Context: an optimization exercise on an open-source flow, tuned for small area. The choices shown serve that exercise and are no tape-out recipe. Only simulation tests tie the RTL to the original design; equivalence was not proved. No activity file was given, so power comes from the tool's default toggle rates.

==> inputs of job 356 <==
==> flow/design.v <==
module dvf(clk, rst, data_in, div);
input clk, rst;
input [19:0] data_in;
output div;
reg [19:0] cnt1, cnt2, cnt3;
reg div_odd_1, div_odd_2, div_even;
always @(posedge clk or negedge rst) begin
	if(!rst) begin
		cnt1 = 0;
		div_even = 0;
	end
	else begin
		cnt1 = cnt1 + 1;
		if(cnt1 >= data_in>>1) begin
			cnt1 = 0;
			div_even = ~div_even;
		end
	end
end
always @(posedge clk or negedge rst) begin
	if(!rst) begin
		cnt2 = 0;
		div_odd_1 = 0;
	end
	else begin
		cnt2 = cnt2 + 1;
		if(cnt2 == (data_in+20'd1)>>1) begin
			div_odd_1 = ~div_odd_1;
		end
		else if(cnt2 == data_in) begin
			cnt2 = 0;
			div_odd_1 = ~div_odd_1;
		end
	end
end
always @(negedge clk or negedge rst) begin
	if(!rst) begin
		cnt3 = 0;
		div_odd_2 = 0;
	end
	else begin
		cnt3 = cnt3 + 1;
		if(cnt3 == (data_in+20'd1)>>1) begin
			div_odd_2 = ~div_odd_2;
		end
		else if(cnt3 == data_in) begin
			cnt3 = 0;
			div_odd_2 = ~div_odd_2;
		end
	end
end
assign div = data_in[0] ? (div_odd_1 | div_odd_2) : div_even;
endmodule
==> flow/run.sh <==
#!/bin/bash
# synth_recipe.tcl (not shown) runs the flow's synth.tcl, then flattens the netlist and writes it again
# the make line also repeats each setting of config.mk as NAME=value (left out here)
make -C /OpenROAD-flow-scripts/flow DESIGN_CONFIG=/design/flow/config.mk WORK_HOME=/design/flow/orfs CLKGATE_MAP_FILE= SYNTH_SCRIPT=/design/flow/synth_recipe.tcl finish
==> flow/config.mk <==
export PLATFORM = sky130hd
export DESIGN_NAME = dvf
export DESIGN_NICKNAME = dvf
export VERILOG_FILES = /design/flow/design.v
export SDC_FILE = /design/flow/constraint.sdc
export NUM_CORES = 4
export LEC_CHECK = 0
export CAP_MARGIN = 20
export CORE_MARGIN = 2
export CORE_UTILIZATION = 40
export SLEW_MARGIN = 20
==> flow/constraint.sdc <==
create_clock -name core_clock -period 12.0 [get_ports {clk}]
set_input_delay 2.4000 -clock core_clock [delete_from_list [all_inputs] [get_ports {clk}]]
set_output_delay 2.4000 -clock core_clock [all_outputs]
set_load 0.01 [all_outputs]
==> job 1856 (differences from job 356) <==
==> flow/design.v (replaced) <==
module dvf(clk, rst, data_in, div);
input clk, rst;
input [19:0] data_in;
output div;
wire b = data_in[0];
wire [18:0] h = data_in[19:1];
reg [18:0] c1;
reg e;
wire [19:0] q;       
wire [18:0] n1;      
wire [19:0] g;       
assign q[0] = 1'b1;
assign g[0] = 1'b1;
genvar i;
generate for (i = 0; i < 19; i = i + 1) begin : ev
	assign n1[i] = c1[i] ^ q[i];
	assign q[i+1] = c1[i] & q[i];
	assign g[i+1] = (n1[i] & ~h[i]) | (n1[i] & g[i]) | (~h[i] & g[i]);
end endgenerate
wire hit1 = g[19];
always @(posedge clk or negedge rst) begin
	if(!rst) begin
		c1 <= 0;
		e <= 0;
	end else begin
		c1 <= n1 & {19{~hit1}};
		e <= e ^ hit1;
	end
end
reg [19:0] c3;
reg o1, o2;
wire [20:0] p;       
wire [19:0] n3;      
wire [19:0] x;
assign p[0] = 1'b1;
generate for (i = 0; i < 20; i = i + 1) begin : od
	assign n3[i] = c3[i] ^ p[i];
	assign p[i+1] = c3[i] & p[i];
	assign x[i] = b ? c3[i] : n3[i];
end endgenerate
wire hitA = (x[18:0] == h) & ~n3[19];
wire hitB = (x[19:1] == h) & ~x[0];
wire clr = hitB & ~hitA;
always @(negedge clk or negedge rst) begin
	if(!rst) begin
		c3 <= 0;
		o2 <= 0;
	end else begin
		c3 <= n3 & {20{~clr}};
		o2 <= o2 ^ (hitA | hitB);
	end
end
always @(posedge clk or negedge rst) begin
	if(!rst)
		o1 <= 0;
	else
		o1 <= o2;
end
assign div = b ? (o1 | o2) : e;
endmodule
==> flow/flow/run.sh (new file) <==
#!/bin/bash
# Standard ORFS layout with small port buffers and a small clock tree.
set -euo pipefail
bash standard.sh \
  "BUFFER_PORTS_ARGS=-buffer_cell sky130_fd_sc_hd__buf_1" \
  "CTS_ARGS=-sink_clustering_enable -repair_clock_nets -dont_use_dummy_load -buf_list sky130_fd_sc_hd__clkbuf_4 -root_buf sky130_fd_sc_hd__clkbuf_4 -sink_clustering_size 10" \
  finish > make.log 2>&1
==> flow/standard.sh (new file) <==
#!/bin/bash
# synth_recipe.tcl (not shown) runs the flow's synth.tcl, then flattens the netlist and writes it again
# the make line also repeats each setting of config.mk as NAME=value (left out here)
make -C /OpenROAD-flow-scripts/flow DESIGN_CONFIG=/design/flow/config.mk WORK_HOME=/design/flow/orfs CLKGATE_MAP_FILE= SYNTH_SCRIPT=/design/flow/synth_recipe.tcl "${@:-finish}"
removed: flow/run.sh
==> notes <==
Job 356 finished clean. Job 1856 went through all stages and came out clean.
Power: job 356 is higher than job 1856 (94%).
Of job 356 and job 1856, job 356 has the higher die area (gap 91%, measured against job 1856).
In job 356 the sequential share of layout area is lower than in job 1856, by 9.0 points.
In job 356 the combinational power is larger than in job 1856, by about 10%.
Sequential cell count: job 356 is higher than job 1856 (21).
Between job 356 and job 1856, the lower register-to-register slack is in job 1856 (gap 2300 ps).
Against job 356, the non-clock buffer count of job 1856 is lower by 9.
